This is an optimization exercise on Yosys and OpenROAD, whose aim is small area and a short achievable clock period, not a production implementation. RTL that was checked went through simulation tests only; none was proved equivalent to the original. For run 1, only the layout was checked, not whether the RTL still works. Power and IR drop assume default switching activity.

==> flow/design.v, too long to show whole: its modules and the start of the top module <==
// module alu_decode: 48 lines
// module int_alu: 24 lines
// module add32: 135 lines
// module mul_s1: 984 lines
// module mul_s2: 126 lines
// module mul_fa: 4 lines
// module mul_bsel: 3 lines
// module mul_ha: 4 lines
// module vi_exe: 209 lines
// module res_sel: 3 lines
module vi_exe(
input		clk_i,
input		rsn_i,
input		kill_i,
input	[31:0]	instr_i,
input	[31:0]	pc_i,
input	[31:0]	data_a_i,
input	[31:0]	data_b_i,
input	[4:0]	write_addr_i,
input		int_write_enable_i,
output	[31:0]	exe_result_o,
output		exe_illegal_o,
output	[4:0]	mult_wr_en_o,
output	[24:0]	mult_addr_o,
output	[31:0]	mult5_data_o,
output	[31:0]	mult5_instr_o,
output	[31:0]	mult5_pc_o);
  // ...
==> flow/flow/run.sh <==
#!/bin/bash
set -euo pipefail
export SETUP_SLACK_MARGIN=6.8
export BUFFER_PORTS_ARGS="-buffer_cell sky130_fd_sc_hd__buf_2"
bash standard.sh > standard.log 2>&1
==> flow/standard.sh <==
#!/bin/bash
# synth_recipe.tcl (not shown) runs the flow's synth.tcl, then flattens the netlist and writes it again
# the make line also repeats each setting of config.mk as NAME=value (left out here)
make -C /OpenROAD-flow-scripts/flow DESIGN_CONFIG=/design/flow/config.mk WORK_HOME=/design/flow/orfs CLKGATE_MAP_FILE= SYNTH_SCRIPT=/design/flow/synth_recipe.tcl "${@:-finish}"
==> flow/config.mk <==
export PLATFORM = sky130hd
export DESIGN_NAME = vi_exe
export DESIGN_NICKNAME = vi_exe
export VERILOG_FILES = /design/flow/design.v
export SDC_FILE = /design/flow/constraint.sdc
export NUM_CORES = 4
export LEC_CHECK = 0
export CAP_MARGIN = 20
export CORE_MARGIN = 2
export CORE_UTILIZATION = 55
export CTS_CLUSTER_DIAMETER = 80
export CTS_CLUSTER_SIZE = 28
export SLEW_MARGIN = 20
export SYNTH_HIERARCHICAL = 1
==> flow/constraint.sdc <==
create_clock -name core_clock -period 10.0 [get_ports {clk_i}]
set_input_delay 2.0000 -clock core_clock [delete_from_list [all_inputs] [get_ports {clk_i}]]
set_output_delay 2.0000 -clock core_clock [all_outputs]
set_load 0.01 [all_outputs]
==> impl_metrics.env, run 1 <==
export IMPL_status="timing/DRC/antenna clean"
export IMPL_biggestCellCategory="multi-input combinational cells"
export IMPL_routed_wl_met2_um=47010
export IMPL_antenna_cells=0
export IMPL_cp_buffers_inverters=1
export IMPL_cts_root_buffer="clkbuf_16"
export IMPL_busiest_layer="met2"
export IMPL_drt_wl_total_um=99380
export IMPL_first_global_vias=22681
export IMPL_crit_path_end_kind="register"
export IMPL_switchingPower_mw=1.831
export IMPL_cts_tree="built"
export IMPL_num_vias=22735
export IMPL_reg2reg_from="exe_x[20]$_DFF_P_"
export IMPL_initial_core_util_pct=55.56
export IMPL_final_cell_mix="dfxtp_1 (770), xor2_1 (307), buf_2 (293)"
export IMPL_cp_required_ns=10.51
export IMPL_setup_slack_ns=6.785
export IMPL_tightest_slew_ns=1.142
export IMPL_synth_top_area_share_pct=44.66
export IMPL_nMultiInputCombCells=1819
export IMPL_synth_edf_count=0
export IMPL_yosysSeqAreaShare_pct=44.66
export IMPL_fin_util_pct=60.19
export IMPL_p_int_mw=4.730
export IMPL_drt_pre_antenna_iters=5
export IMPL_synth_xor_area_share_pct=9.412
export IMPL_wl_met1_um=43180
export IMPL_grt_util_all_layers_pct=29.29
export IMPL_synthFlopType="dfxtp_1"
export IMPL_power_combinational_mw=1.05
export IMPL_met3_usage_pct=4.179
export IMPL_grt_pass1_wl_um=146100
export IMPL_cp_start_kind="input pin"
export IMPL_holdBufCountCts=0
export IMPL_seq_cell_count=799
export IMPL_hold_slack_ns=0.3237
export IMPL_yosysTopAreaCell="dfxtp_1"
==> module alu_decode, before the edit <==
module alu_decode(
input	[31:0]	instr_i,
input	[31:0]	pc_i,
input	[31:0]	data_a_i,
input	[31:0]	data_b_i,
output	[31:0]	x_o,
output	[31:0]	y_o,
output		sub_o,		 
output		eq_o,		 
output		sum_o,		 
output		br_o,		 
output		sll_o,		 
output		sys_o,		 
output		mul_o,		 
output		illegal_o);
wire	[6:0]	opcode = instr_i[6:0];
wire	[2:0]	funct3 = instr_i[14:12];
wire	[6:0]	funct7 = instr_i[31:25];
wire is_r    = opcode == 7'b0110011;
wire is_i    = opcode == 7'b0010011;
wire is_ld   = opcode == 7'b0000011;
wire is_st   = opcode == 7'b0100011;
wire is_br   = opcode == 7'b1100011;
wire is_jal  = opcode == 7'b1101111;
wire is_sys  = opcode == 7'b1110011;
wire f3_0    = funct3 == 3'b000;
wire r_add   = is_r & f3_0 & (funct7 == 7'b0000000);
wire r_sub   = is_r & f3_0 & (funct7 == 7'b0100000);
wire r_sll   = is_r & (funct3 == 3'b001) & (funct7 == 7'b0000000);
wire i_add   = is_i & f3_0;
wire	[31:0]	imm;
assign imm[0]     = is_st ? instr_i[7] : (is_br | is_jal) ? 1'b0 : instr_i[20];
assign imm[4:1]   = (is_st | is_br) ? instr_i[11:8] : instr_i[24:21];
assign imm[10:5]  = instr_i[30:25];
assign imm[11]    = is_br ? instr_i[7] : is_jal ? instr_i[20] : instr_i[31];
assign imm[19:12] = is_jal ? instr_i[19:12] : {8{instr_i[31]}};
assign imm[31:20] = {12{instr_i[31]}};
assign x_o = (is_br | is_jal) ? pc_i : data_a_i;
assign y_o = (r_add | r_sub | r_sll) ? (data_b_i ^ {32{r_sub}}) : imm;
assign sub_o = r_sub;
assign eq_o = data_a_i == data_b_i;
assign sum_o = r_add | r_sub | i_add | is_ld | is_st | is_jal;
assign br_o = is_br;
assign sll_o = r_sll;
assign sys_o = is_sys;
assign mul_o = is_r & (funct7 == 7'b0000001);
assign illegal_o = ~(is_r | i_add | is_ld | is_st | is_br | is_jal | is_sys);
endmodule
==> inputs of run 2 (changes only) <==
--- a/flow/design.v
+++ b/flow/design.v
@@ -30,12 +30,16 @@
 wire i_add   = is_i & f3_0;
+wire	imm_s = ~opcode[6] & opcode[5];
+wire	imm_b = opcode[6] & ~opcode[3];
+wire	imm_j = opcode[3];
+wire	y_inv = is_r & funct7[5];
 wire	[31:0]	imm;
-assign imm[0]     = is_st ? instr_i[7] : (is_br | is_jal) ? 1'b0 : instr_i[20];
-assign imm[4:1]   = (is_st | is_br) ? instr_i[11:8] : instr_i[24:21];
+assign imm[0]     = imm_s ? instr_i[7] : (imm_b | imm_j) ? 1'b0 : instr_i[20];
+assign imm[4:1]   = (imm_s | imm_b) ? instr_i[11:8] : instr_i[24:21];
 assign imm[10:5]  = instr_i[30:25];
-assign imm[11]    = is_br ? instr_i[7] : is_jal ? instr_i[20] : instr_i[31];
-assign imm[19:12] = is_jal ? instr_i[19:12] : {8{instr_i[31]}};
+assign imm[11]    = imm_b ? instr_i[7] : imm_j ? instr_i[20] : instr_i[31];
+assign imm[19:12] = imm_j ? instr_i[19:12] : {8{instr_i[31]}};
 assign imm[31:20] = {12{instr_i[31]}};
-assign x_o = (is_br | is_jal) ? pc_i : data_a_i;
-assign y_o = (r_add | r_sub | r_sll) ? (data_b_i ^ {32{r_sub}}) : imm;
-assign sub_o = r_sub;
+assign x_o = (opcode[6] & ~opcode[4]) ? pc_i : data_a_i;
+assign y_o = is_r ? (data_b_i ^ {32{y_inv}}) : imm;
+assign sub_o = y_inv;
 assign eq_o = data_a_i == data_b_i;
==> flow/flow/run.sh (replaced) <==
#!/bin/bash
set -euo pipefail
export SETUP_SLACK_MARGIN=6.6
export BUFFER_PORTS_ARGS="-buffer_cell sky130_fd_sc_hd__buf_2"
bash standard.sh > standard.log 2>&1
--- a/flow/config.mk
+++ b/flow/config.mk
@@ -9,3 +9,3 @@
 export CORE_MARGIN = 2
-export CORE_UTILIZATION = 55
+export CORE_UTILIZATION = 40
 export CTS_CLUSTER_DIAMETER = 80
==> run 2 against run 1 <==
Critical path type is now reg2reg. Area after synthesis shrank 0.11%. Highest routed layer is now met5. Non-clock buffer count decreased by 24. Sequential power about the same. Worst hold slack got worse by 0.038 ns. Largest cell class unchanged. Still clean. Final cell count grew 7.9%.
==> impl_metrics.env, run 2 <==
export IMPL_ios=296
export IMPL_holdBufCountCts=0
export IMPL_synth_commonest_cells="dfxtp_1 (799), xor2_1 (329), a22o_1 (281), fa_1 (219), buf_4 (212)"
export IMPL_cp_start_kind="register"
export IMPL_synth_nets=3435
export IMPL_grt_util_all_layers_pct=20.48
export IMPL_fp_dieArea_um2=91850
export IMPL_cp_max_fo=30
export IMPL_clock_path_buffers=3
export IMPL_final_cell_mix="dfxtp_1 (767), xor2_1 (329), buf_2 (295)"
export IMPL_synth_area_leaders="dfxtp_1 (45%), fa_1 (12%), xor2_1 (8.1%)"
export IMPL_clock_sinks=799
export IMPL_yosysSeqAreaShare_pct=44.71
export IMPL_fill_cells=8324
export IMPL_first_global_vias=22374
export IMPL_syn_inst=2975
export IMPL_reg2reg_from="exe_booth_neg[2]$_DFF_P_"
export IMPL_slowest_stage="fa_1"
export IMPL_whs_path_depth=0
export IMPL_area_growth_syn_to_layout_pct=7.834
export IMPL_fin_util_pct=43.58
export IMPL_die_height_um=303.1
export IMPL_finalHoldViolCount=0
export IMPL_cts_tree="built"
export IMPL_drt_wl_total_um=95180
export IMPL_initial_core_util_pct=40.42
export IMPL_crit_chain="buf_6 -> xor2_1 -> a22o_1 -> fa_1 -> fa_1 -> fa_1 -> fa_1"
export IMPL_slew_headroom_pct=29.59
export IMPL_finalSetupViolCount=0
export IMPL_min_to="mult1_pc[24]$_DFF_P_"
export IMPL_num_vias=22311
export IMPL_synth_cell_types=94
export IMPL_r2r_end="mult1_ra[26]$_DFF_P_"
export IMPL_synth_most_common_cell="dfxtp_1"
export IMPL_yosysTopAreaCell="dfxtp_1"
export IMPL_tightest_slew_ns=1.052
export IMPL_gp_congestion=0.9123
export IMPL_cts_root_buffer="clkbuf_16"
export IMPL_final_cell_area_um2=38580
export IMPL_synthArstFlopShare_pct=0
export IMPL_cts_htree_levels=2
export IMPL_antenna_left=0
export IMPL_fin_skew_ns=0.06899
export IMPL_post_place_ws_ns=5.908
export IMPL_final_common_cell="dfxtp_1"
export IMPL_wire_per_inst_um=22.31
export IMPL_synth_avg_cell_area_um2=12.02
export IMPL_fmax_mhz=299.8
export IMPL_synth_warnings=7
export IMPL_rows=109
export IMPL_synth_area_um2=35770
export IMPL_path_common_cell="fa_1"
export IMPL_cts_buffers=45
export IMPL_rsz0062_at_grt="no"
export IMPL_cp_buffers_inverters=1
export IMPL_reg2regPathDepth=7
export IMPL_cp_arrival_ns=3.81
export IMPL_slew_violations=0
export IMPL_finalCriticalPeriod_ns=3.335
export IMPL_reg2reg_slack_ns=6.66
export IMPL_placed_area_um2=36690
export IMPL_fin_tns_setup_ns=0
export IMPL_dp_hpwl_um=70630
export IMPL_largest_reg_flops=87
export IMPL_viasPerCell=5.230
export IMPL_fin_nets=3525
export IMPL_max_cap_viol_count=0
export IMPL_overflow=0
export IMPL_insertion_delay_ns=0.65
export IMPL_core_area_um2=88510
export IMPL_drtIter0Drc=1940
export IMPL_cpLargestDelayFamily="adder cells"
export IMPL_drive_above_1_share_pct=18.56
export IMPL_synth_seq_cells=799
export IMPL_clk_pin_slew_ns=0.11
export IMPL_worst_setup_path_type="reg2reg"
export IMPL_power_density_nw_per_um2=177.4
export IMPL_drc=0
export IMPL_hp_start="exe_pc[24]$_DFF_P_"
export IMPL_crit_path_end_kind="register"
export IMPL_synthFlopType="dfxtp_1"
export IMPL_io_buffers=295
export IMPL_setup_slack_ns=6.665
export IMPL_power_leakage_nw=17.66
export IMPL_grt_pass1_wl_um=140900
export IMPL_synth_edf_count=0
export IMPL_status="timing/DRC/antenna clean"
export IMPL_antenna_found_initial=20
export IMPL_finalCritPeriodShare_pct=33.35
export IMPL_synth_top_area_share_pct=44.71
export IMPL_die_w_um=303.1
export IMPL_drt_pre_antenna_iters=8
export IMPL_cp_required_ns=10.47
export IMPL_hp_class="reg2reg"
export IMPL_largest_register="mult1_rb"
export IMPL_power_mw=6.843
export IMPL_grt_max_degree=57
export IMPL_ir_drop_mv=0.1285
export IMPL_slowest_delay_ns=0.55
run 2: cell types whose count changed in the layout (fill, tap and decap cells not counted), sizes merged, moves of 7 or more:
cell	delta
buf	-17
bufbuf	-7
diode	+13
mux2i	-7
o21ai	-8
a21oi	+14
nor2	+8
run 2: cell type report:
cell class                      count  area (um2)  share of cell area [%]
Multi-Input combinational cell   1825       17280                   44.80
Sequential cell                   799       16050                   41.60
Timing Repair Buffer              359        2101                   5.446
Tap cell                         1165        1458                   3.779
Clock buffer                       45        1126                   2.919
Clock inverter                     25       397.9                   1.031
Inverter                           35       131.4                  0.3406
Antenna cell                       13       32.53                 0.08433
run 2: worst register-to-register path: stages (launching register included):
cell and delay [ns]:
dfxtp_1 0.34, buf_6 0.31, xor2_1 0.35, a22o_1 0.20, fa_1 0.47, fa_1 0.52, fa_1 0.55, fa_1 0.42
run 2: how the worst max path moves through the flow:
stage,from,to,slack [ns],cells after the start
3_3_place_gp,instr_i[3],exe_y[30]$_DFF_P_,5.96,6
2_1_floorplan,instr_i[3],exe_mul_we$_DFF_P_,6.60,7
3_5_place_dp,instr_i[3],exe_y[29]$_DFF_P_,5.91,6
4_1_cts,mult1_int_write_enable$_DFF_P_,mult_wr_en_o[0],6.58,1
6_report,exe_booth_neg[2]$_DFF_P_,mult1_ra[26]$_DFF_P_,6.66,7
5_1_grt,exe_y[0]$_DFF_P_,exe_result[31]$_DFF_P_,6.61,15
run 2: cells by family (layout without fill, tap and decap cells):
family | after synthesis | in the layout | share of synthesized area, %
multiplexers | 119 | 119 | 4.547
other | 1 | 14 | 0.01048
flip-flops | 799 | 799 | 44.71
XOR/XNOR | 385 | 385 | 9.447
AO/OA/AOI/OAI | 554 | 554 | 11.92
buffers and inverters | 351 | 464 | 7.023
AND/OR/NAND/NOR | 443 | 443 | 6.446
adder cells (fa/ha/maj) | 323 | 323 | 15.89
run 2: per-layer routing:
layer	share of wire, %	vias up	track usage, %	wire length [um]
met4	3.4	2	7.635	3214
met3	6.2	159	2.700	5909
met5	0.013	-	0	12
li1	-	10255	-	-
met1	44	11084	27.67	41530
met2	47	811	33.50	44500
run 2: Yosys stat by module (local to each module, per instance):
module,cell area (um2),flops+latches
add32,1282,0
alu_decode,1604,0
int_alu,2152,0
mul_bsel,8.758,0
mul_fa,20.02,0
mul_ha,12.51,0
mul_s1,3905,0
mul_s2,484.2,0
res_sel,11.26,0
vi_exe,19020,799
run 2: timing repair:
item | in CTS | in global routing
pin swaps | 0 | 9
setup endpoints to repair | 31 | 22
buffers inserted | 0 | 15
resized for setup | 26 | 33
gates cloned | 0 | 3
run 2: power by group:
group | switching [mW] | internal, mW | total (mW)
clock | 1.13 | 0.949 | 2.08
combinational | 0.666 | 0.472 | 1.14
sequential | 0.140 | 3.48 | 3.62
run 2: per-stage QoR:
step	hold slack, ns	std cells
detailed placement	0.3121	4165
global placement	0.3095	4165
finish	0.2862	4266
CTS	0.2892	4235
floorplan	0.3096	2975
global route	0.2873	4264
==> inputs of run 3 (changes only) <==
==> flow/flow/run.sh (replaced) <==
#!/bin/bash
set -euo pipefail
export SETUP_SLACK_MARGIN=6.8
export BUFFER_PORTS_ARGS="-buffer_cell sky130_fd_sc_hd__buf_2"
bash standard.sh > standard.log 2>&1
==> run 3 against run 2 <==
Sequential power hardly changed. Sequential share of layout area fell by 0.51 points. Critical path depth shrank 6. Largest power group unchanged. Critical path type is now reg2out. Clock skew fell by 0.034 ns. Clock power about the same. Largest cell class unchanged. Via count is 0.10% higher. Routed wire length is 0.98% higher. Combinational power is essentially flat. Total power grew 0.69%. Worst hold slack better by 0.034 ns.
==> impl_metrics.env, run 3 <==
export IMPL_insertion_delay_ns=0.64
export IMPL_clock_path_buffers=3
export IMPL_dp_hpwl_um=71510
export IMPL_crit_chain="buf_2"
export IMPL_cp_buffers_inverters=1
export IMPL_synthArstFlopShare_pct=0
export IMPL_grt_util_all_layers_pct=20.49
export IMPL_largest_register="mult1_rb"
export IMPL_grt_use_met2_pct=33.12
export IMPL_cp_max_fo=1
export IMPL_hp_class="reg2reg"
export IMPL_busiest_layer="met2"
export IMPL_viasPerCell=5.208
export IMPL_first_global_vias=22216
export IMPL_holdBufCountCts=0
export IMPL_tightest_slew_ns=1.025
export IMPL_gp_congestion=0.9152
export IMPL_clk_pin_slew_ns=0.11
export IMPL_finalCriticalPeriod_ns=3.160
export IMPL_die_w_um=303.1
export IMPL_drtIter0Drc=1702
export IMPL_met3_usage_pct=3.366
export IMPL_synth_top_area_share_pct=44.71
export IMPL_fin_tns_setup_ns=0
export IMPL_finalCritPeriodShare_pct=31.60
export IMPL_cts_tree="built"
export IMPL_fin_skew_ns=0.03534
export IMPL_max_cap_viol_count=0
export IMPL_synthFlopType="dfxtp_1"
export IMPL_fin_util_pct=44.28
export IMPL_synth_nets=3435
export IMPL_ios=296
export IMPL_grt_max_degree=66
export IMPL_cpLargestDelayFamily="flip-flops"
export IMPL_slowest_stage="dfxtp_1"
export IMPL_synth_area_um2=35770
export IMPL_synth_warnings=7
export IMPL_rows=109
export IMPL_final_cell_mix="dfxtp_1 (747), xor2_1 (317), buf_2 (295)"
export IMPL_status="timing/DRC/antenna clean"
export IMPL_slowest_delay_ns=0.37
export IMPL_final_cell_area_um2=39190
export IMPL_largest_reg_flops=87
export IMPL_yosysSeqAreaShare_pct=44.71
export IMPL_synth_most_common_cell="dfxtp_1"
export IMPL_synth_cell_types=94
export IMPL_overflow=0
export IMPL_cp_start_kind="register"
export IMPL_worst_setup_path_type="reg2out"
export IMPL_antenna_found_initial=18
export IMPL_fmax_mhz=316.5
export IMPL_cts_root_buffer="clkbuf_16"
export IMPL_cp_required_ns=8.00
export IMPL_wire_per_inst_um=22.41
export IMPL_power_density_nw_per_um2=175.8
export IMPL_layoutNonFillerInstCount=4288
export IMPL_hold_slack_ns=0.3200
export IMPL_syn_inst=2975
export IMPL_synth_area_leaders="dfxtp_1 (45%), fa_1 (12%), xor2_1 (8.1%)"
export IMPL_power_mw=6.890
export IMPL_cts_buffers=44
export IMPL_drc=0
export IMPL_fp_dieArea_um2=91850
export IMPL_synth_commonest_cells="dfxtp_1 (799), xor2_1 (329), a22o_1 (281), fa_1 (219), buf_4 (212)"
export IMPL_setup_slack_ns=6.840
export IMPL_die_height_um=303.1
export IMPL_core_area_um2=88510
export IMPL_post_place_ws_ns=5.933
export IMPL_area_growth_syn_to_layout_pct=9.555
export IMPL_synth_avg_cell_area_um2=12.02
export IMPL_fin_nets=3549
export IMPL_placed_area_um2=36680
export IMPL_finalHoldViolCount=0
export IMPL_io_buffers=295
export IMPL_initial_core_util_pct=40.42
export IMPL_grt_use_met1_pct=27.52
export IMPL_dpl_cell_count=4162
export IMPL_synth_seq_cells=799
export IMPL_ir_drop_mv=0.1446
export IMPL_num_vias=22334
export IMPL_grt_pass1_wl_um=140800
export IMPL_cts_htree_levels=2
export IMPL_drive_above_1_share_pct=20.72
export IMPL_power_leakage_nw=17.89
export IMPL_cp_arrival_ns=1.16
export IMPL_rsz0062_at_grt="yes"
export IMPL_clock_sinks=799
export IMPL_drt_wl_total_um=96110
export IMPL_antenna_left=0
export IMPL_yosysTopAreaCell="dfxtp_1"
export IMPL_slew_violations=0
export IMPL_drt_pre_antenna_iters=5
export IMPL_slew_headroom_pct=31.43
export IMPL_synth_edf_count=0
export IMPL_final_common_cell="dfxtp_1"
export IMPL_finalSetupViolCount=0
export IMPL_crit_path_end_kind="primary output"
[run 3: worst paths after layout]
path,startpoint,depth (start not counted),slack [ns],endpoint
max,mult5_instruction[11]$_SDFF_PN0_,1,6.84,mult5_instr_o[11]
min,mult1_instruction[15]$_DFF_P_,0,0.32,mult2_instr_mid[8]$_DFF_P_
max reg2reg,exe_booth_neg[2]$_DFF_P_,8,6.85,mult1_ra[31]$_DFF_P_
min reg2reg,mult1_instruction[15]$_DFF_P_,0,0.32,mult2_instr_mid[8]$_DFF_P_
[run 3: per-module statistics from Yosys (local to each module, per instance)]
module      flops+latches  area [um2]
vi_exe                799       19020
mul_s1                  0        3905
int_alu                 0        2152
alu_decode              0        1604
add32                   0        1282
mul_s2                  0       484.2
mul_fa                  0       20.02
mul_ha                  0       12.51
res_sel                 0       11.26
mul_bsel                0       8.758
[run 3: report_power, final]
group          internal (mW)  switching (mW)  total [mW]
Combinational          0.484           0.663        1.15
Clock                  0.931            1.17        2.11
Sequential              3.48           0.154        3.64
[run 3: timing repair]
item	CTS	global route
setup endpoints to repair	63	50
gates cloned	2	6
endpoints found under the hold margin	0	0
setup buffers	6	32
resized for setup	72	68
pin swaps	6	29
[run 3: kinds of logic (layout without fill, tap and decap cells)]
family                   Yosys count  count (layout)  synth area share [%]
AO/OA/AOI/OAI                    554             554                 11.92
XOR/XNOR                         385             385                 9.447
adder cells (fa/ha/maj)          323             323                 15.89
buffers and inverters            351             489                 7.023
flip-flops                       799             799                 44.71
multiplexers                     119             119                 4.547
other                              1              11               0.01048
AND/OR/NAND/NOR                  443             443                 6.446
[run 3: routing by layer]
layer	wire [um]	share of wire, %
met1	42060	44
met2	44140	46
met3	6243	6.5
met4	3607	3.8
met5	57	0.059
[run 3: cell type report]
type,instances,area [um2]
Fill cell,8237,49320
Multi-Input combinational cell,1825,17430
Sequential cell,799,16110
Timing Repair Buffer,384,2470
Tap cell,1165,1458
Clock buffer,50,1196
Clock inverter,20,362.8
Inverter,35,142.6
Antenna cell,10,25.02
[run 3: worst register-to-register path, cell delays in order (launching register included)]
cell	delay (ns)
dfxtp_4	0.38
buf_12	0.15
buf_4	0.15
xor2_1	0.15
a22o_1	0.23
fa_1	0.57
fa_1	0.45
fa_1	0.47
fa_1	0.49
==> inputs of run 4 (changes only) <==
--- a/flow/config.mk
+++ b/flow/config.mk
@@ -10,4 +10,4 @@
 export CORE_UTILIZATION = 40
-export CTS_CLUSTER_DIAMETER = 80
-export CTS_CLUSTER_SIZE = 28
+export CTS_CLUSTER_DIAMETER = 90
+export CTS_CLUSTER_SIZE = 32
 export SLEW_MARGIN = 20
==> run 4 against run 3 <==
Clock skew up 0.027 ns. Critical path depth up 5. Clock power down 3%. Global-route usage about the same. First-iteration DRC count up 8.0%. Via count down 0.64%. Total power down 0.82%. Sequential power about the same. Combinational power about the same. Die area unchanged. Area after synthesis unchanged. Fmax down 0.58%. Largest power group unchanged.
==> impl_metrics.env, run 4 <==
export IMPL_slowest_stage="fa_1"
export IMPL_fill_cells=8225
export IMPL_grt_max_degree=66
export IMPL_finalSetupViolCount=0
export IMPL_core_area_um2=88510
export IMPL_gp_congestion=0.9152
export IMPL_grt_pass1_wl_um=141200
export IMPL_cp_max_fo=10
export IMPL_synth_area_leaders="dfxtp_1 (45%), fa_1 (12%), xor2_1 (8.1%)"
export IMPL_fp_dieArea_um2=91850
export IMPL_area_growth_syn_to_layout_pct=9.209
export IMPL_synth_edf_count=0
export IMPL_status="timing/DRC/antenna clean"
export IMPL_cp_required_ns=10.47
export IMPL_die_height_um=303.1
export IMPL_ios=296
export IMPL_clock_path_buffers=3
export IMPL_fin_skew_ns=0.06211
export IMPL_num_vias=22192
export IMPL_power_leakage_nw=17.84
export IMPL_synth_seq_cells=799
export IMPL_slew_violations=0
export IMPL_antenna_found_initial=18
export IMPL_max_cap_viol_count=0
export IMPL_cp_start_kind="register"
export IMPL_ir_drop_mv=0.1841
export IMPL_final_cell_area_um2=39070
export IMPL_drtIter0Drc=1838
export IMPL_synth_warnings=7
export IMPL_first_global_vias=22181
export IMPL_dp_hpwl_um=71510
export IMPL_wire_per_inst_um=22.44
export IMPL_path_common_cell="fa_1"
export IMPL_rows=109
export IMPL_holdBufCountCts=0
export IMPL_worst_setup_path_type="reg2reg"
export IMPL_cts_tree="built"
export IMPL_seq_area_um2=16100
export IMPL_overflow=0
export IMPL_rsz0062_at_grt="yes"
export IMPL_largest_reg_flops=87
export IMPL_cp_buffers_inverters=0
export IMPL_crit_chain="xor2_1 -> a22o_1 -> fa_1 -> fa_1 -> fa_1 -> fa_1"
export IMPL_cts_htree_levels=2
export IMPL_drt_wl_total_um=95890
export IMPL_fmax_mhz=314.6
export IMPL_insertion_delay_ns=0.64
export IMPL_finalCritPeriodShare_pct=31.78
export IMPL_synth_avg_cell_area_um2=12.02
export IMPL_slowest_delay_ns=0.61
export IMPL_cpLargestDelayFamily="adder cells"
export IMPL_finalHoldViolCount=0
export IMPL_drt_pre_antenna_iters=5
export IMPL_io_buffers=295
export IMPL_syn_inst=2975
export IMPL_viasPerCell=5.192
export IMPL_synth_area_um2=35770
export IMPL_fin_util_pct=44.14
export IMPL_power_density_nw_per_um2=174.9
export IMPL_final_common_cell="dfxtp_1"
export IMPL_synth_cell_types=94
export IMPL_clock_sinks=799
export IMPL_synth_most_common_cell="dfxtp_1"
export IMPL_final_cell_mix="dfxtp_1 (749), xor2_1 (325), buf_2 (295)"
export IMPL_drc=0
export IMPL_tightest_slew_ns=1.002
export IMPL_fin_nets=3540
export IMPL_slew_headroom_pct=32.95
export IMPL_synth_commonest_cells="dfxtp_1 (799), xor2_1 (329), a22o_1 (281), fa_1 (219), buf_4 (212)"
export IMPL_multi_input_area_um2=17390
export IMPL_synth_nets=3435
export IMPL_largest_register="mult1_rb"
export IMPL_cts_buffers=41
export IMPL_finalCriticalPeriod_ns=3.178
export IMPL_fin_tns_setup_ns=0
export IMPL_yosysSeqAreaShare_pct=44.71
export IMPL_die_w_um=303.1
export IMPL_drive_above_1_share_pct=20.23
export IMPL_placed_area_um2=36680
export IMPL_clk_pin_slew_ns=0.11
export IMPL_yosysTopAreaCell="dfxtp_1"
export IMPL_crit_path_end_kind="register"
export IMPL_antenna_left=0
export IMPL_synthFlopType="dfxtp_1"
export IMPL_hp_class="reg2reg"
export IMPL_initial_core_util_pct=40.42
export IMPL_synthArstFlopShare_pct=0
export IMPL_cp_arrival_ns=3.64
export IMPL_synth_top_area_share_pct=44.71
export IMPL_grt_util_all_layers_pct=20.52
export IMPL_cts_root_buffer="clkbuf_16"
run 4: cell counts after synthesis:
No cell type changed its count.
run 4: area by class of cell:
class | instances | area share, %
multi-input combinational | 1825 | 44.51
sequential | 799 | 41.22
timing repair buffer | 378 | 6.309
tap | 1165 | 3.731
clock buffer | 42 | 2.690
clock inverter | 21 | 1.124
inverter | 35 | 0.3651
antenna | 9 | 0.05765
run 4: timing repair:
| item | CTS | global route |
|---|---|---|
| setup buffers | 13 | 18 |
| hold endpoints to repair | 0 | 0 |
| gates resized for setup | 80 | 54 |
| setup endpoints to repair | 63 | 46 |
| cloned | 6 | 3 |
| pin swaps | 16 | 30 |
run 4: logic make-up (layout without fill, tap and decap cells):
logic type,count (synthesis),count (layout),synth area share (%)
other cells,1,10,0.01048
flops,799,799,44.71
compound gates,554,554,11.92
buf+inv,351,476,7.023
simple gates,443,443,6.446
mux,119,119,4.547
xor+xnor,385,385,9.447
fa+ha+maj,323,323,15.89
run 4: metal layers:
metal | up-vias | global-route usage, % | share of wire (%)
li1 | 10275 | - | -
met1 | 10986 | 27.73 | 44
met2 | 741 | 33.24 | 46
met3 | 178 | 3.230 | 6.0
met4 | 12 | 7.460 | 3.5
met5 | - | 0 | 0.059
run 4: worst paths after layout:
path | slack [ns] | depth (start not counted) | to | startpoint
worst max-delay path | 6.82 | 6 | mult1_ra[28]$_DFF_P_ | exe_x[24]$_DFF_P_
worst min-delay path | 0.32 | 0 | mult2_instr_mid[8]$_DFF_P_ | mult1_instruction[15]$_DFF_P_
worst max register to register | 6.82 | 6 | mult1_ra[28]$_DFF_P_ | exe_x[24]$_DFF_P_
worst min register to register | 0.32 | 0 | mult2_instr_mid[8]$_DFF_P_ | mult1_instruction[15]$_DFF_P_
run 4: where the power goes:
part | switching (mW) | total, mW | internal [mW]
logic | 0.662 | 1.15 | 0.486
registers | 0.155 | 3.64 | 3.48
clock network | 1.19 | 2.05 | 0.858
run 4: per-module statistics from Yosys (local to each module, per instance), excerpt:
module / cells inside / times used / area (um2)
int_alu: 251 / 1 / 2152
mul_s1: 455 / 1 / 3905
mul_bsel: 1 / 272 / 8.758
res_sel: 2 / 32 / 11.26
alu_decode: 214 / 1 / 1604
mul_ha: 1 / 30 / 12.51
vi_exe: 1260 / 1 / 19020
run 4: stage by stage:
stage	worst slack (ns)	cells	hold WS (ns)	total power, mW
CTS	6.803	4244	0.3275	6.879
finish	6.822	4274	0.3233	6.833
detailed placement	5.933	4162	0.3121	4.821
global route	6.640	4274	0.3328	7.155
floorplan	6.658	2975	0.3096	4.577
global placement	5.983	4162	0.3095	4.807
==> module int_alu, before the edit <==
module int_alu(
input	[31:0]	x_i,
input	[31:0]	y_i,
input		sub_i,
input		eq_i,
input		sum_i,
input		br_i,
input		sll_i,
input		sys_i,
output	[31:0]	sum_o,		 
output		sel_sum_o,
output	[31:0]	other_o);	 
add32 add32(
	.x	(x_i),
	.y	(y_i),
	.ci	(sub_i),
	.s	(sum_o)
);
wire	[31:0]	shl = x_i << y_i[4:0];
assign sel_sum_o = sum_i | (br_i & eq_i);
wire sel_x   = (br_i & ~eq_i) | sys_i;
wire sel_shl = sll_i & ~(|y_i[31:5]);
assign other_o = ({32{sel_x}} & x_i) | ({32{sel_shl}} & shl);
endmodule
==> module vi_exe, before the edit <==
module vi_exe(
input		clk_i,
input		rsn_i,
input		kill_i,
input	[31:0]	instr_i,
input	[31:0]	pc_i,
input	[31:0]	data_a_i,
input	[31:0]	data_b_i,
input	[4:0]	write_addr_i,
input		int_write_enable_i,
output	[31:0]	exe_result_o,
output		exe_illegal_o,
output	[4:0]	mult_wr_en_o,
output	[24:0]	mult_addr_o,
output	[31:0]	mult5_data_o,
output	[31:0]	mult5_instr_o,
output	[31:0]	mult5_pc_o);
wire clr = !rsn_i || kill_i;
wire	[31:0]	d_x, d_y;
wire		d_sub, d_eq, d_sum, d_br, d_sll, d_sys, d_mul, d_illegal;
alu_decode alu_decode(
	.instr_i	(instr_i),
	.pc_i		(pc_i),
	.data_a_i	(data_a_i),
	.data_b_i	(data_b_i),
	.x_o		(d_x),
	.y_o		(d_y),
	.sub_o		(d_sub),
	.eq_o		(d_eq),
	.sum_o		(d_sum),
	.br_o		(d_br),
	.sll_o		(d_sll),
	.sys_o		(d_sys),
	.mul_o		(d_mul),
	.illegal_o	(d_illegal)
);
wire		mul_f3 = instr_i[14:12] == 3'b000;
wire	[32:0]	b_ext = {data_b_i, 1'b0};
wire	[15:0]	d_booth_one, d_booth_two, d_booth_neg;
genvar gj;
generate
	for (gj = 0; gj < 16; gj = gj + 1) begin : booth_enc
		assign d_booth_one[gj] = mul_f3 & (b_ext[2*gj+1] ^ b_ext[2*gj]);
		assign d_booth_two[gj] = mul_f3 & ((b_ext[2*gj+2] & ~b_ext[2*gj+1] & ~b_ext[2*gj]) |
		                                   (~b_ext[2*gj+2] & b_ext[2*gj+1] & b_ext[2*gj]));
		assign d_booth_neg[gj] = mul_f3 & b_ext[2*gj+2] & ~(b_ext[2*gj+1] & b_ext[2*gj]);
	end
endgenerate
reg	[31:0]	exe_instruction;
reg	[31:0]	exe_pc;
reg	[31:0]	exe_x;
reg	[31:0]	exe_y;
reg	[4:0]	exe_write_addr;
reg		exe_valid;
reg		exe_sub, exe_eq;
reg		exe_sum, exe_br, exe_sll, exe_sys, exe_mul_we, exe_ill;
reg	[15:0]	exe_booth_one, exe_booth_two, exe_booth_neg;
always @(posedge clk_i)
begin
	exe_instruction <= instr_i;
	exe_pc <= pc_i;
	exe_x <= d_x;
	exe_y <= d_y;
	exe_write_addr <= write_addr_i;
	exe_booth_one <= d_booth_one;
	exe_booth_two <= d_booth_two;
	exe_booth_neg <= d_booth_neg;
	exe_valid <= !clr;
	exe_sub <= d_sub;
	exe_eq <= d_eq;
	exe_sum <= !clr && d_sum;
	exe_br <= !clr && d_br;
	exe_sll <= !clr && d_sll;
	exe_sys <= !clr && d_sys;
	exe_mul_we <= !clr && d_mul && int_write_enable_i;	 
	exe_ill <= clr || d_illegal;
end
wire	[31:0]	alu_sum, alu_other;
wire		alu_sel_sum;
int_alu int_alu(
	.x_i		(exe_x),
	.y_i		(exe_y),
	.sub_i		(exe_sub),
	.eq_i		(exe_eq),
	.sum_i		(exe_sum),
	.br_i		(exe_br),
	.sll_i		(exe_sll),
	.sys_i		(exe_sys),
	.sum_o		(alu_sum),
	.sel_sum_o	(alu_sel_sum),
	.other_o	(alu_other)
);
wire	[31:0]	mul_ra;
wire	[87-1:0]	mul_rb;
mul_s1 mul_s1(
	.a		(exe_x),
	.b		(exe_y),
	.bone		(exe_booth_one),
	.btwo		(exe_booth_two),
	.bneg		(exe_booth_neg),
	.ra_n		(mul_ra),
	.rb_n		(mul_rb)
);
wire	[31:0]	exe_result_d;
wire		en = !clr;
genvar gi;
generate
	for (gi = 0; gi < 32; gi = gi + 1) begin : res_mux
		res_sel res_sel(.sum(alu_sum[gi]), .sel(alu_sel_sum), .other(alu_other[gi]),
		                .en(en), .y(exe_result_d[gi]));
	end
endgenerate
reg	[31:0]	exe_result;
reg		exe_illegal;
always @(posedge clk_i)
begin
	exe_result <= exe_result_d;
	exe_illegal <= clr ? 1'b0 : exe_ill;
end
assign exe_result_o = exe_result;
assign exe_illegal_o = exe_illegal;
reg	[31:0]	mult1_instruction;
reg	[31:0]	mult1_pc;
reg	[4:0]	mult1_write_addr;
reg		mult1_int_write_enable;
reg		mult1_valid;
reg	[31:0]	mult1_ra;
reg	[87-1:0]	mult1_rb;
always @(posedge clk_i)
begin
	mult1_instruction <= exe_instruction;
	mult1_pc <= exe_pc;
	mult1_write_addr <= exe_write_addr;
	mult1_int_write_enable <= !clr && exe_mul_we;
	mult1_valid <= !clr && exe_valid;
	mult1_ra <= mul_ra;
	mult1_rb <= mul_rb;
end
wire	[31:0]	mul_x, mul_y;
mul_s2 mul_s2(
	.ra_n		(mult1_ra),
	.rb_n		(mult1_rb),
	.x		(mul_x),
	.y		(mul_y)
);
wire	[16:0]	mult1_lo = mul_x[15:0] + mul_y[15:0];
reg	[13:0]	mult2_pk, mult3_pk, mult4_pk;
reg	[17:0]	mult2_instr_mid, mult3_instr_mid, mult4_instr_mid;
reg	[1:0]	mult2_data_lo;
reg	[15:0]	mult2_x_hi, mult2_y_hi;
reg		mult2_carry;
reg	[17:0]	mult3_data_hi, mult4_data_hi;
reg	[31:0]	mult2_pc, mult3_pc, mult4_pc;
reg	[4:0]	mult2_write_addr, mult3_write_addr, mult4_write_addr;
reg		mult2_int_write_enable, mult3_int_write_enable, mult4_int_write_enable;
reg		mult2_valid, mult3_valid, mult4_valid;
wire	[15:0]	mult2_hi = mult2_x_hi + mult2_y_hi + mult2_carry;
always @(posedge clk_i)
begin
	mult2_pk <= mult1_int_write_enable ? mult1_lo[13:0] :
	            {mult1_instruction[31:25], mult1_instruction[6:0]};
	mult2_instr_mid <= mult1_instruction[24:7];
	mult2_data_lo <= mult1_lo[15:14];
	mult2_x_hi <= mul_x[31:16];
	mult2_y_hi <= mul_y[31:16];
	mult2_carry <= mult1_lo[16];
	mult2_pc <= mult1_pc;
	mult2_write_addr <= mult1_write_addr;
	mult2_int_write_enable <= !clr && mult1_int_write_enable;
	mult2_valid <= !clr && mult1_valid;
	mult3_pk <= mult2_pk;
	mult3_instr_mid <= mult2_instr_mid;
	mult3_data_hi <= {mult2_hi, mult2_data_lo};
	mult3_pc <= mult2_pc;
	mult3_write_addr <= mult2_write_addr;
	mult3_int_write_enable <= !clr && mult2_int_write_enable;
	mult3_valid <= !clr && mult2_valid;
	mult4_pk <= mult3_pk;
	mult4_instr_mid <= mult3_instr_mid;
	mult4_data_hi <= mult3_data_hi;
	mult4_pc <= mult3_pc;
	mult4_write_addr <= mult3_write_addr;
	mult4_int_write_enable <= !clr && mult3_int_write_enable;
	mult4_valid <= !clr && mult3_valid;
end
wire		m5_load = !clr && mult4_valid;
reg	[31:0]	mult5_instruction;
reg	[31:0]	mult5_pc;
reg	[4:0]	mult5_write_addr;
reg		mult5_int_write_enable;
reg	[31:0]	mult5_int_write_data;
always @(posedge clk_i)
begin
	mult5_instruction <= !m5_load ? 32'b0 :
		{mult4_int_write_enable ? 7'b0000001 : mult4_pk[13:7], mult4_instr_mid,
		 mult4_int_write_enable ? 7'b0110011 : mult4_pk[6:0]};
	mult5_pc <= m5_load ? mult4_pc : 32'b0;
	mult5_write_addr <= mult4_write_addr;
	mult5_int_write_enable <= !clr && mult4_int_write_enable;
	mult5_int_write_data <= {mult4_data_hi, mult4_pk};
end
assign mult_wr_en_o = {mult5_int_write_enable, mult4_int_write_enable, mult3_int_write_enable,
                       mult2_int_write_enable, mult1_int_write_enable};
assign mult_addr_o = {mult5_write_addr, mult4_write_addr, mult3_write_addr,
                      mult2_write_addr, mult1_write_addr};
assign mult5_data_o = mult5_int_write_data;
assign mult5_instr_o = mult5_instruction;
assign mult5_pc_o = mult5_pc;
endmodule
==> inputs of run 5 (changes only) <==
--- a/flow/design.v
+++ b/flow/design.v
@@ -33,3 +33,4 @@
 wire	imm_j = opcode[3];
-wire	y_inv = is_r & funct7[5];
+wire	y_rs2 = ~opcode[6] & opcode[5] & opcode[4];
+wire	y_inv = y_rs2 & funct7[5];
 wire	[31:0]	imm;
@@ -42,3 +43,3 @@
 assign x_o = (opcode[6] & ~opcode[4]) ? pc_i : data_a_i;
-assign y_o = is_r ? (data_b_i ^ {32{y_inv}}) : imm;
+assign y_o = y_rs2 ? (data_b_i ^ {32{y_inv}}) : imm;
 assign sub_o = y_inv;
@@ -64,8 +65,4 @@
 output	[31:0]	other_o);	 
-add32 add32(
-	.x	(x_i),
-	.y	(y_i),
-	.ci	(sub_i),
-	.s	(sum_o)
-);
+wire	[32:0]	sum_c = {x_i, 1'b1} + {y_i, sub_i};
+assign sum_o = sum_c[32:1];
 wire	[31:0]	shl = x_i << y_i[4:0];
@@ -76,137 +73,2 @@
 endmodule
-module add32(input [31:0] x, input [31:0] y, input ci, output [31:0] s);
-wire [31:0] g0 = x & y;
-wire [31:0] p0 = x ^ y;
-wire [31:0] G0 = {g0[31:1], g0[0] | (p0[0] & ci)};
-wire g1_1 = G0[1] | (p0[1] & G0[0]);
-wire g1_3 = G0[3] | (p0[3] & G0[2]);
-wire p1_3 = p0[3] & p0[2];
-wire g1_5 = G0[5] | (p0[5] & G0[4]);
-wire p1_5 = p0[5] & p0[4];
-wire g1_7 = G0[7] | (p0[7] & G0[6]);
-wire p1_7 = p0[7] & p0[6];
-wire g1_9 = G0[9] | (p0[9] & G0[8]);
-wire p1_9 = p0[9] & p0[8];
-wire g1_11 = G0[11] | (p0[11] & G0[10]);
-wire p1_11 = p0[11] & p0[10];
-wire g1_13 = G0[13] | (p0[13] & G0[12]);
-wire p1_13 = p0[13] & p0[12];
-wire g1_15 = G0[15] | (p0[15] & G0[14]);
-wire p1_15 = p0[15] & p0[14];
-wire g1_17 = G0[17] | (p0[17] & G0[16]);
-wire p1_17 = p0[17] & p0[16];
-wire g1_19 = G0[19] | (p0[19] & G0[18]);
-wire p1_19 = p0[19] & p0[18];
-wire g1_21 = G0[21] | (p0[21] & G0[20]);
-wire p1_21 = p0[21] & p0[20];
-wire g1_23 = G0[23] | (p0[23] & G0[22]);
-wire p1_23 = p0[23] & p0[22];
-wire g1_25 = G0[25] | (p0[25] & G0[24]);
-wire p1_25 = p0[25] & p0[24];
-wire g1_27 = G0[27] | (p0[27] & G0[26]);
-wire p1_27 = p0[27] & p0[26];
-wire g1_29 = G0[29] | (p0[29] & G0[28]);
-wire p1_29 = p0[29] & p0[28];
-wire g1_31 = G0[31] | (p0[31] & G0[30]);
-wire p1_31 = p0[31] & p0[30];
-wire g2_2 = G0[2] | (p0[2] & g1_1);
-wire g2_3 = g1_3 | (p1_3 & g1_1);
-wire g2_6 = G0[6] | (p0[6] & g1_5);
-wire p2_6 = p0[6] & p1_5;
-wire g2_7 = g1_7 | (p1_7 & g1_5);
-wire p2_7 = p1_7 & p1_5;
-wire g2_10 = G0[10] | (p0[10] & g1_9);
-wire p2_10 = p0[10] & p1_9;
-wire g2_11 = g1_11 | (p1_11 & g1_9);
-wire p2_11 = p1_11 & p1_9;
-wire g2_14 = G0[14] | (p0[14] & g1_13);
-wire p2_14 = p0[14] & p1_13;
-wire g2_15 = g1_15 | (p1_15 & g1_13);
-wire p2_15 = p1_15 & p1_13;
-wire g2_18 = G0[18] | (p0[18] & g1_17);
-wire p2_18 = p0[18] & p1_17;
-wire g2_19 = g1_19 | (p1_19 & g1_17);
-wire p2_19 = p1_19 & p1_17;
-wire g2_22 = G0[22] | (p0[22] & g1_21);
-wire p2_22 = p0[22] & p1_21;
-wire g2_23 = g1_23 | (p1_23 & g1_21);
-wire p2_23 = p1_23 & p1_21;
-wire g2_26 = G0[26] | (p0[26] & g1_25);
-wire p2_26 = p0[26] & p1_25;
-wire g2_27 = g1_27 | (p1_27 & g1_25);
-wire p2_27 = p1_27 & p1_25;
-wire g2_30 = G0[30] | (p0[30] & g1_29);
-wire p2_30 = p0[30] & p1_29;
-wire g2_31 = g1_31 | (p1_31 & g1_29);
-wire p2_31 = p1_31 & p1_29;
-wire g3_4 = G0[4] | (p0[4] & g2_3);
-wire g3_5 = g1_5 | (p1_5 & g2_3);
-wire g3_6 = g2_6 | (p2_6 & g2_3);
-wire g3_7 = g2_7 | (p2_7 & g2_3);
-wire g3_12 = G0[12] | (p0[12] & g2_11);
-wire p3_12 = p0[12] & p2_11;
-wire g3_13 = g1_13 | (p1_13 & g2_11);
-wire p3_13 = p1_13 & p2_11;
-wire g3_14 = g2_14 | (p2_14 & g2_11);
-wire p3_14 = p2_14 & p2_11;
-wire g3_15 = g2_15 | (p2_15 & g2_11);
-wire p3_15 = p2_15 & p2_11;
-wire g3_20 = G0[20] | (p0[20] & g2_19);
-wire p3_20 = p0[20] & p2_19;
-wire g3_21 = g1_21 | (p1_21 & g2_19);
-wire p3_21 = p1_21 & p2_19;
-wire g3_22 = g2_22 | (p2_22 & g2_19);
-wire p3_22 = p2_22 & p2_19;
-wire g3_23 = g2_23 | (p2_23 & g2_19);
-wire p3_23 = p2_23 & p2_19;
-wire g3_28 = G0[28] | (p0[28] & g2_27);
-wire p3_28 = p0[28] & p2_27;
-wire g3_29 = g1_29 | (p1_29 & g2_27);
-wire p3_29 = p1_29 & p2_27;
-wire g3_30 = g2_30 | (p2_30 & g2_27);
-wire p3_30 = p2_30 & p2_27;
-wire g3_31 = g2_31 | (p2_31 & g2_27);
-wire p3_31 = p2_31 & p2_27;
-wire g4_8 = G0[8] | (p0[8] & g3_7);
-wire g4_9 = g1_9 | (p1_9 & g3_7);
-wire g4_10 = g2_10 | (p2_10 & g3_7);
-wire g4_11 = g2_11 | (p2_11 & g3_7);
-wire g4_12 = g3_12 | (p3_12 & g3_7);
-wire g4_13 = g3_13 | (p3_13 & g3_7);
-wire g4_14 = g3_14 | (p3_14 & g3_7);
-wire g4_15 = g3_15 | (p3_15 & g3_7);
-wire g4_24 = G0[24] | (p0[24] & g3_23);
-wire p4_24 = p0[24] & p3_23;
-wire g4_25 = g1_25 | (p1_25 & g3_23);
-wire p4_25 = p1_25 & p3_23;
-wire g4_26 = g2_26 | (p2_26 & g3_23);
-wire p4_26 = p2_26 & p3_23;
-wire g4_27 = g2_27 | (p2_27 & g3_23);
-wire p4_27 = p2_27 & p3_23;
-wire g4_28 = g3_28 | (p3_28 & g3_23);
-wire p4_28 = p3_28 & p3_23;
-wire g4_29 = g3_29 | (p3_29 & g3_23);
-wire p4_29 = p3_29 & p3_23;
-wire g4_30 = g3_30 | (p3_30 & g3_23);
-wire p4_30 = p3_30 & p3_23;
-wire g4_31 = g3_31 | (p3_31 & g3_23);
-wire p4_31 = p3_31 & p3_23;
-wire g5_16 = G0[16] | (p0[16] & g4_15);
-wire g5_17 = g1_17 | (p1_17 & g4_15);
-wire g5_18 = g2_18 | (p2_18 & g4_15);
-wire g5_19 = g2_19 | (p2_19 & g4_15);
-wire g5_20 = g3_20 | (p3_20 & g4_15);
-wire g5_21 = g3_21 | (p3_21 & g4_15);
-wire g5_22 = g3_22 | (p3_22 & g4_15);
-wire g5_23 = g3_23 | (p3_23 & g4_15);
-wire g5_24 = g4_24 | (p4_24 & g4_15);
-wire g5_25 = g4_25 | (p4_25 & g4_15);
-wire g5_26 = g4_26 | (p4_26 & g4_15);
-wire g5_27 = g4_27 | (p4_27 & g4_15);
-wire g5_28 = g4_28 | (p4_28 & g4_15);
-wire g5_29 = g4_29 | (p4_29 & g4_15);
-wire g5_30 = g4_30 | (p4_30 & g4_15);
-wire g5_31 = g4_31 | (p4_31 & g4_15);
-assign s = p0 ^ {g5_30, g5_29, g5_28, g5_27, g5_26, g5_25, g5_24, g5_23, g5_22, g5_21, g5_20, g5_19, g5_18, g5_17, g5_16, g4_15, g4_14, g4_13, g4_12, g4_11, g4_10, g4_9, g4_8, g3_7, g3_6, g3_5, g3_4, g2_3, g2_2, g1_1, G0[0], ci};
-endmodule
 module mul_s1(
@@ -1488,3 +1350,9 @@
 reg		mult2_valid, mult3_valid, mult4_valid;
-wire	[15:0]	mult2_hi = mult2_x_hi + mult2_y_hi + mult2_carry;
+wire	[15:0]	mult2_hi;
+add16bk add16bk(
+	.x	(mult2_x_hi),
+	.y	(mult2_y_hi),
+	.ci	(mult2_carry),
+	.s	(mult2_hi)
+);
 always @(posedge clk_i)
@@ -1544 +1412,48 @@
 endmodule
+module add16bk(input [15:0] x, input [15:0] y, input ci, output [15:0] s);
+wire [15:0] g0 = x & y;
+wire [15:0] p0 = x ^ y;
+wire [15:0] G0 = {g0[15:1], g0[0] | (p0[0] & ci)};
+wire g1_1 = G0[1] | (p0[1] & G0[0]);
+wire p1_1 = p0[1] & p0[0];
+wire g1_3 = G0[3] | (p0[3] & G0[2]);
+wire p1_3 = p0[3] & p0[2];
+wire g1_5 = G0[5] | (p0[5] & G0[4]);
+wire p1_5 = p0[5] & p0[4];
+wire g1_7 = G0[7] | (p0[7] & G0[6]);
+wire p1_7 = p0[7] & p0[6];
+wire g1_9 = G0[9] | (p0[9] & G0[8]);
+wire p1_9 = p0[9] & p0[8];
+wire g1_11 = G0[11] | (p0[11] & G0[10]);
+wire p1_11 = p0[11] & p0[10];
+wire g1_13 = G0[13] | (p0[13] & G0[12]);
+wire p1_13 = p0[13] & p0[12];
+wire g1_15 = G0[15] | (p0[15] & G0[14]);
+wire p1_15 = p0[15] & p0[14];
+wire g2_3 = g1_3 | (p1_3 & g1_1);
+wire p2_3 = p1_3 & p1_1;
+wire g2_7 = g1_7 | (p1_7 & g1_5);
+wire p2_7 = p1_7 & p1_5;
+wire g2_11 = g1_11 | (p1_11 & g1_9);
+wire p2_11 = p1_11 & p1_9;
+wire g2_15 = g1_15 | (p1_15 & g1_13);
+wire p2_15 = p1_15 & p1_13;
+wire g3_7 = g2_7 | (p2_7 & g2_3);
+wire p3_7 = p2_7 & p2_3;
+wire g3_15 = g2_15 | (p2_15 & g2_11);
+wire p3_15 = p2_15 & p2_11;
+wire g4_15 = g3_15 | (p3_15 & g3_7);
+wire p4_15 = p3_15 & p3_7;
+wire g5_11 = g2_11 | (p2_11 & g3_7);
+wire g6_5 = g1_5 | (p1_5 & g2_3);
+wire g6_9 = g1_9 | (p1_9 & g3_7);
+wire g6_13 = g1_13 | (p1_13 & g5_11);
+wire g7_2 = G0[2] | (p0[2] & g1_1);
+wire g7_4 = G0[4] | (p0[4] & g2_3);
+wire g7_6 = G0[6] | (p0[6] & g6_5);
+wire g7_8 = G0[8] | (p0[8] & g3_7);
+wire g7_10 = G0[10] | (p0[10] & g6_9);
+wire g7_12 = G0[12] | (p0[12] & g5_11);
+wire g7_14 = G0[14] | (p0[14] & g6_13);
+assign s = p0 ^ {g7_14, g6_13, g7_12, g5_11, g7_10, g6_9, g7_8, g3_7, g7_6, g6_5, g7_4, g2_3, g7_2, g1_1, G0[0], ci};
+endmodule
--- a/flow/config.mk
+++ b/flow/config.mk
@@ -10,4 +10,4 @@
 export CORE_UTILIZATION = 40
-export CTS_CLUSTER_DIAMETER = 90
-export CTS_CLUSTER_SIZE = 32
+export CTS_CLUSTER_DIAMETER = 80
+export CTS_CLUSTER_SIZE = 28
 export SLEW_MARGIN = 20
==> run 5 against run 4 <==
Still clean on timing, DRC and antenna. Global-route usage is 0.45 points lower. Critical path depth is 4 lower. Register-to-register slack better by 0.04 ns. Count of clock-buffer cells in the layout is 3 higher. Clock power hardly changed. Via count is 0.12% lower. Sequential power hardly changed. Sequential share of layout area is 0.33 points higher. First-iteration DRC count is 9.0% higher. Non-clock buffer count is 25 lower.
==> impl_metrics.env, run 5 <==
export IMPL_synth_most_common_cell="dfxtp_1"
export IMPL_cts_buffers=44
export IMPL_power_density_nw_per_um2=176.5
export IMPL_synth_commonest_cells="dfxtp_1 (799), xor2_1 (325), a22o_1 (293), fa_1 (221), buf_4 (210)"
export IMPL_setup_slack_ns=6.789
export IMPL_yosysSeqAreaShare_pct=44.81
export IMPL_grt_use_met1_pct=26.78
export IMPL_busiest_layer="met2"
export IMPL_clock_sinks=799
export IMPL_wire_per_inst_um=21.93
export IMPL_drc=0
export IMPL_ios=296
export IMPL_viasPerCell=5.193
export IMPL_placed_area_um2=36600
export IMPL_finalSetupViolCount=0
export IMPL_finalCritPeriodShare_pct=32.11
export IMPL_io_buffers=295
export IMPL_synth_top_area_share_pct=44.81
export IMPL_num_vias=22165
export IMPL_drt_wl_total_um=93610
export IMPL_cp_arrival_ns=1.21
export IMPL_antenna_found_initial=27
export IMPL_synth_warnings=7
export IMPL_yosysTopAreaCell="dfxtp_1"
export IMPL_seq_area_um2=16110
export IMPL_worst_setup_path_type="reg2out"
export IMPL_grt_max_degree=101
export IMPL_reg2reg_from="exe_x[13]$_DFF_P_"
export IMPL_cp_start_kind="register"
export IMPL_rsz0062_at_grt="yes"
export IMPL_fin_tns_setup_ns=0
export IMPL_syn_inst=2985
export IMPL_final_cell_mix="dfxtp_1 (747), xor2_1 (311), buf_2 (294)"
export IMPL_gp_congestion=0.9271
export IMPL_drt_pre_antenna_iters=6
export IMPL_synth_edf_count=0
export IMPL_grt_pass1_wl_um=138400
export IMPL_met3_usage_pct=3.767
export IMPL_cp_max_fo=2
export IMPL_cts_htree_levels=2
export IMPL_fin_util_pct=43.89
export IMPL_insertion_delay_ns=0.65
export IMPL_synth_nets=3448
export IMPL_first_global_vias=22140
export IMPL_synth_cell_types=85
export IMPL_synth_avg_cell_area_um2=11.96
export IMPL_slew_violations=0
export IMPL_grt_use_met2_pct=33.18
export IMPL_status="timing/DRC/antenna clean"
export IMPL_final_common_cell="dfxtp_1"
export IMPL_power_mw=6.845
export IMPL_largest_reg_flops=87
export IMPL_fmax_mhz=311.5
export IMPL_slew_headroom_pct=42.64
export IMPL_cts_root_buffer="clkbuf_16"
export IMPL_multi_input_area_um2=17380
export IMPL_fill_cells=8295
export IMPL_largest_register="mult1_rb"
export IMPL_synthArstFlopShare_pct=0
export IMPL_die_height_um=302.7
export IMPL_synth_area_um2=35700
export IMPL_finalHoldViolCount=0
export IMPL_synth_area_leaders="dfxtp_1 (45%), fa_1 (12%), xor2_1 (8.0%)"
export IMPL_drtIter0Drc=2004
export IMPL_synth_seq_cells=799
export IMPL_cp_required_ns=8.00
export IMPL_hp_start="mult2_pc[21]$_DFF_P_"
export IMPL_power_leakage_nw=17.62
export IMPL_ir_drop_mv=0.1348
export IMPL_core_area_um2=88370
export IMPL_max_cap_viol_count=0
export IMPL_rows=109
export IMPL_antenna_left=0
export IMPL_overflow=0
export IMPL_die_w_um=302.7
export IMPL_clk_pin_slew_ns=0.10
export IMPL_dpl_cell_count=4172
export IMPL_fp_dieArea_um2=91650
export IMPL_post_place_ws_ns=5.891
export IMPL_crit_path_end_kind="primary output"
export IMPL_finalCriticalPeriod_ns=3.211
export IMPL_grt_util_all_layers_pct=20.07
export IMPL_tightest_slew_ns=0.8573
export IMPL_hold_slack_ns=0.3099
export IMPL_cts_tree="built"
export IMPL_holdBufCountCts=0
export IMPL_hp_class="reg2reg"
export IMPL_drive_above_1_share_pct=19.42
export IMPL_clock_path_buffers=3
export IMPL_dp_hpwl_um=68720
export IMPL_final_cell_area_um2=38790
export IMPL_layoutNonFillerInstCount=4268
export IMPL_synthFlopType="dfxtp_1"
export IMPL_fin_nets=3537
export IMPL_area_growth_syn_to_layout_pct=8.658
export IMPL_initial_core_util_pct=40.39
export IMPL_startpoint="mult1_int_write_enable$_DFF_P_"
export IMPL_fin_skew_ns=0.07033
## run 5: area by class of cell
class	instances	share of cell area (%)
clock inverters	21	0.9549
well taps	1165	3.758
clock buffers	45	2.848
repair buffers	353	5.732
inverters	31	0.3000
diodes	9	0.05807
flip-flops and latches	799	41.54
multi-input cells	1845	44.80
## run 5: routing by layer
layer | vias to the layer above | share of wire, %
met5 | - | 0.20
met2 | 784 | 47
met4 | 28 | 2.6
met1 | 10915 | 43
met3 | 177 | 7.4
li1 | 10261 | -
## run 5: critical path: stages, from the launching register on
cell and delay [ns]:
dfxtp_2 0.35, buf_12 0.12, buf_6 0.11
## run 5: final timing paths
kind	to	slack [ns]	cells past startpoint
setup / recovery	mult_wr_en_o[0]	6.79	2
hold / removal	mult3_pc[21]$_DFF_P_	0.31	0
setup reg to reg	mult1_ra[30]$_DFF_P_	6.86	7
hold reg to reg	mult3_pc[21]$_DFF_P_	0.31	0
## run 5: power breakdown
group,internal (mW),leakage (nW),switching (mW),total (mW)
sequential,3.48,6.66,0.166,3.65
clock,0.895,0.704,1.15,2.05
combinational,0.484,10.3,0.667,1.15
total,4.86,17.6,1.99,6.84
## run 5: kinds of logic (layout without fill, tap and decap cells)
| family | count (synthesis) | after routing | share of synthesized area (%) |
|---|---|---|---|
| AO/OA/AOI/OAI | 599 | 599 | 12.85 |
| buffers and inverters | 341 | 450 | 6.860 |
| AND/OR/NAND/NOR | 436 | 436 | 6.285 |
| flip-flops | 799 | 799 | 44.81 |
| adder cells (fa/ha/maj) | 326 | 326 | 16.07 |
| XOR/XNOR | 386 | 386 | 9.492 |
| multiplexers | 97 | 97 | 3.617 |
| other | 1 | 10 | 0.01051 |
## run 5: what timing repair did
action	4_1_cts	5_1_grt
hold endpoints to repair	0	0
endpoints found under the setup margin	56	38
buffers inserted	4	11
pin swaps	0	16
cloned	1	5
resized for setup	63	52
## run 5: per-module statistics from Yosys, one instance, submodules excluded
module / copies in the design / cells / flip-flops and latches / cell area [um2]
mul_fa: 210 / 1 / 0 / 20.02
alu_decode: 1 / 209 / 0 / 1642
mul_bsel: 272 / 1 / 0 / 8.758
mul_ha: 30 / 1 / 0 / 12.51
mul_s1: 1 / 455 / 0 / 3905
int_alu: 1 / 456 / 0 / 3481
vi_exe: 1 / 1159 / 799 / 18270
mul_s2: 1 / 65 / 0 / 484.2
add16bk: 1 / 65 / 0 / 588.1
res_sel: 32 / 2 / 0 / 11.26
==> inputs of run 6 (changes only) <==
==> flow/flow/run.sh (replaced) <==
#!/bin/bash
set -euo pipefail
export SETUP_SLACK_MARGIN=6.9
export BUFFER_PORTS_ARGS="-buffer_cell sky130_fd_sc_hd__buf_2"
bash standard.sh > standard.log 2>&1
==> run 6 against run 5 <==
Still clean on timing, DRC and antenna. Critical path depth unchanged. Design area increased by 2.3%. Count of clock-buffer cells in the layout decreased by 3. Largest cell class unchanged. Largest power group unchanged.
==> impl_metrics.env, run 6 <==
export IMPL_slew_headroom_pct=46.47
export IMPL_synth_warnings=7
export IMPL_tightest_slew_ns=0.8001
export IMPL_syn_inst=2985
export IMPL_worst_setup_path_type="reg2out"
export IMPL_fin_tns_setup_ns=0
export IMPL_final_cell_area_um2=39680
export IMPL_grt_pass1_wl_um=139600
export IMPL_ir_drop_mv=0.1391
export IMPL_cpLargestDelayFamily="flip-flops"
export IMPL_reg2reg_from="exe_booth_neg[2]$_DFF_P_"
export IMPL_antenna_found_initial=25
export IMPL_fin_nets=3560
export IMPL_synth_commonest_cells="dfxtp_1 (799), xor2_1 (325), a22o_1 (293), fa_1 (221), buf_4 (210)"
export IMPL_synth_avg_cell_area_um2=11.96
export IMPL_antenna_left=0
export IMPL_largest_reg_flops=87
export IMPL_cts_root_buffer="clkbuf_16"
export IMPL_drt_pre_antenna_iters=6
export IMPL_fin_skew_ns=0.03414
export IMPL_drive_above_1_share_pct=23.07
export IMPL_cp_arrival_ns=1.21
export IMPL_hold_slack_ns=0.3280
export IMPL_placed_area_um2=36590
export IMPL_core_area_um2=88370
export IMPL_finalCritPeriodShare_pct=32.14
export IMPL_cts_tree="built"
export IMPL_synth_area_leaders="dfxtp_1 (45%), fa_1 (12%), xor2_1 (8.0%)"
export IMPL_synth_top_area_share_pct=44.81
export IMPL_synth_edf_count=0
export IMPL_slew_violations=0
export IMPL_cp_start_kind="register"
export IMPL_clock_sinks=799
export IMPL_cts_htree_levels=2
export IMPL_hp_start="mult1_instruction[23]$_DFF_P_"
export IMPL_grt_max_degree=83
export IMPL_synth_nets=3448
export IMPL_synthFlopType="dfxtp_1"
export IMPL_clk_pin_slew_ns=0.10
export IMPL_fmax_mhz=311.2
export IMPL_crit_chain="buf_12 -> buf_6"
export IMPL_num_vias=22207
export IMPL_synth_cell_types=85
export IMPL_power_density_nw_per_um2=172.5
export IMPL_slowest_stage="dfxtp_2"
export IMPL_final_cell_mix="dfxtp_1 (655), xor2_1 (315), a22o_1 (293)"
export IMPL_area_growth_syn_to_layout_pct=11.16
export IMPL_power_leakage_nw=17.87
export IMPL_startpoint="mult1_int_write_enable$_DFF_P_"
export IMPL_dp_hpwl_um=69530
export IMPL_io_buffers=295
export IMPL_die_w_um=302.7
export IMPL_drtIter0Drc=2106
export IMPL_rsz0062_at_grt="yes"
export IMPL_finalSetupViolCount=0
export IMPL_slowest_delay_ns=0.35
export IMPL_crit_path_end_kind="primary output"
export IMPL_insertion_delay_ns=0.63
export IMPL_seq_area_um2=16260
export IMPL_cp_max_fo=2
export IMPL_yosysTopAreaCell="dfxtp_1"
export IMPL_largest_register="mult1_rb"
export IMPL_ios=296
export IMPL_synthArstFlopShare_pct=0
export IMPL_die_height_um=302.7
export IMPL_final_common_cell="dfxtp_1"
export IMPL_drt_wl_total_um=92600
export IMPL_viasPerCell=5.175
export IMPL_status="timing/DRC/antenna clean"
export IMPL_finalCriticalPeriod_ns=3.214
export IMPL_hp_class="reg2reg"
export IMPL_max_cap_viol_count=0
export IMPL_grt_util_all_layers_pct=20.15
export IMPL_initial_core_util_pct=40.39
export IMPL_overflow=0
export IMPL_synth_most_common_cell="dfxtp_1"
export IMPL_rows=109
export IMPL_multi_input_area_um2=17360
export IMPL_finalHoldViolCount=0
export IMPL_drc=0
export IMPL_wire_per_inst_um=21.58
export IMPL_yosysSeqAreaShare_pct=44.81
export IMPL_cts_buffers=42
export IMPL_first_global_vias=22468
export IMPL_cp_required_ns=8.00
export IMPL_synth_seq_cells=799
export IMPL_synth_area_um2=35700
export IMPL_cp_buffers_inverters=2
export IMPL_gp_congestion=0.9386
export IMPL_fill_cells=8157
export IMPL_fp_dieArea_um2=91650
export IMPL_clock_path_buffers=3
==> run 6: path summary, 6_finish.rpt <==
path	endpoint	slack [ns]	cells past startpoint
worst min-delay path	mult2_instr_mid[16]$_DFF_P_	0.33	0
worst max-delay path	mult_wr_en_o[0]	6.79	2
worst min register to register	mult2_instr_mid[16]$_DFF_P_	0.33	0
worst max register to register	mult1_ra[30]$_DFF_P_	6.94	7
==> run 6: cell type report <==
cell class                 count  area share (%)
sequential                   799           40.97
multi-input combinational   1845           43.76
antenna                        9         0.05676
timing repair buffer         378           7.685
clock inverter                22          0.9113
inverter                      31          0.2933
tap                         1165           3.674
clock buffer                  42           2.649
==> run 6: what timing repair did <==
| item | 4_1_cts | 5_1_grt |
|---|---|---|
| resized for setup | 211 | 130 |
| gates cloned | 4 | 1 |
| endpoints found under the setup margin | 169 | 161 |
| hold buffers | 0 | 0 |
| hold endpoints to repair | 0 | 0 |
| pin swaps | 3 | 18 |
| buffers inserted | 10 | 32 |
==> run 6: metrics by stage <==
step	cells	worst slack (ns)	power [mW]	utilization, %
after floorplan	2985	6.872	4.610	-
after global placement	4171	6.387	4.838	41.40
after detailed placement	4171	6.307	4.851	41.40
after CTS	4249	6.753	6.895	44.03
after global routing	4288	6.741	7.199	44.89
final	4291	6.786	6.845	44.90
==> run 6: Yosys stat by module, one instance, submodules excluded <==
| module | cells inside | flops+latches | times used | cell area (um2) |
|---|---|---|---|---|
| res_sel | 2 | 0 | 32 | 11.26 |
| mul_bsel | 1 | 0 | 272 | 8.758 |
| mul_s2 | 65 | 0 | 1 | 484.2 |
| mul_fa | 1 | 0 | 210 | 20.02 |
| add16bk | 65 | 0 | 1 | 588.1 |
| alu_decode | 209 | 0 | 1 | 1642 |
| mul_s1 | 455 | 0 | 1 | 3905 |
| int_alu | 456 | 0 | 1 | 3481 |
| vi_exe | 1159 | 799 | 1 | 18270 |
| mul_ha | 1 | 0 | 30 | 12.51 |
==> run 6: report_power, final <==
group | total, mW | switching [mW] | internal, mW
combinational | 1.19 | 0.672 | 0.521
clock | 2.01 | 1.13 | 0.877
sequential | 3.65 | 0.163 | 3.48
total | 6.84 | 1.96 | 4.88
==> run 6: cell families after synthesis <==
logic type | after synthesis | share of synthesized area (%)
other | 1 | 0.01051
AOI/OAI and AO/OA | 599 | 12.85
adders and majority gates | 326 | 16.07
DFF | 799 | 44.81
buffers and inverters | 341 | 6.860
xor gates and xnor gates | 386 | 9.492
and+or+nand+nor | 436 | 6.285
muxes | 97 | 3.617
==> run 6: layer usage <==
layer / routed length, um / vias up / track usage [%] / share of wire, %
met4: 2839 / 20 / 5.970 / 3.1
li1: - / 10315 / - / -
met2: 42260 / 756 / 32.45 / 46
met3: 6461 / 159 / 4.032 / 7.0
met1: 40890 / 10957 / 27.42 / 44
met5: 145 / - / 0 / 0.16
==> run 6: worst register-to-register path, cell delays in order (launching register included) <==
cell     delay, ns
dfxtp_4       0.36
buf_12        0.14
xor2_1        0.18
a22o_1        0.28
fa_1          0.57
fa_1          0.45
fa_1          0.54
fa_1          0.42

[what the ideal ports hide]
The flow's constraints put no driver on any port. The routed layouts listed below were extracted and timed again, unchanged, in two steps. Step 1: set_driving_cell puts a clkbuf_16 on clk_i and a buf_2 on each other input, an assumption about the parent block. Step 2 times the ports against the registers' clock, not the clock port: input delays grow and output delays shrink by t, the midpoint of the rising clock arrivals with the driver on. Slacks: ideal ports / drivers / drivers and shift; pairs: ideal ports / drivers.
| run | t (ns) | setup WS [ns] |
|---|---|---|
| run 1 | 0.684 | 6.785 / 6.758 / 6.117 |
| run 2 | 0.682 | 6.665 / 6.627 / 6.052 |
| run 3 | 0.689 | 6.840 / 6.775 / 6.275 |
| run 4 | 0.679 | 6.822 / 6.788 / 6.279 |
| run 5 | 0.690 | 6.789 / 6.718 / 6.421 |
| run 6 | 0.679 | 6.786 / 6.722 / 6.448 |
After both steps every run listed still meets setup and hold.
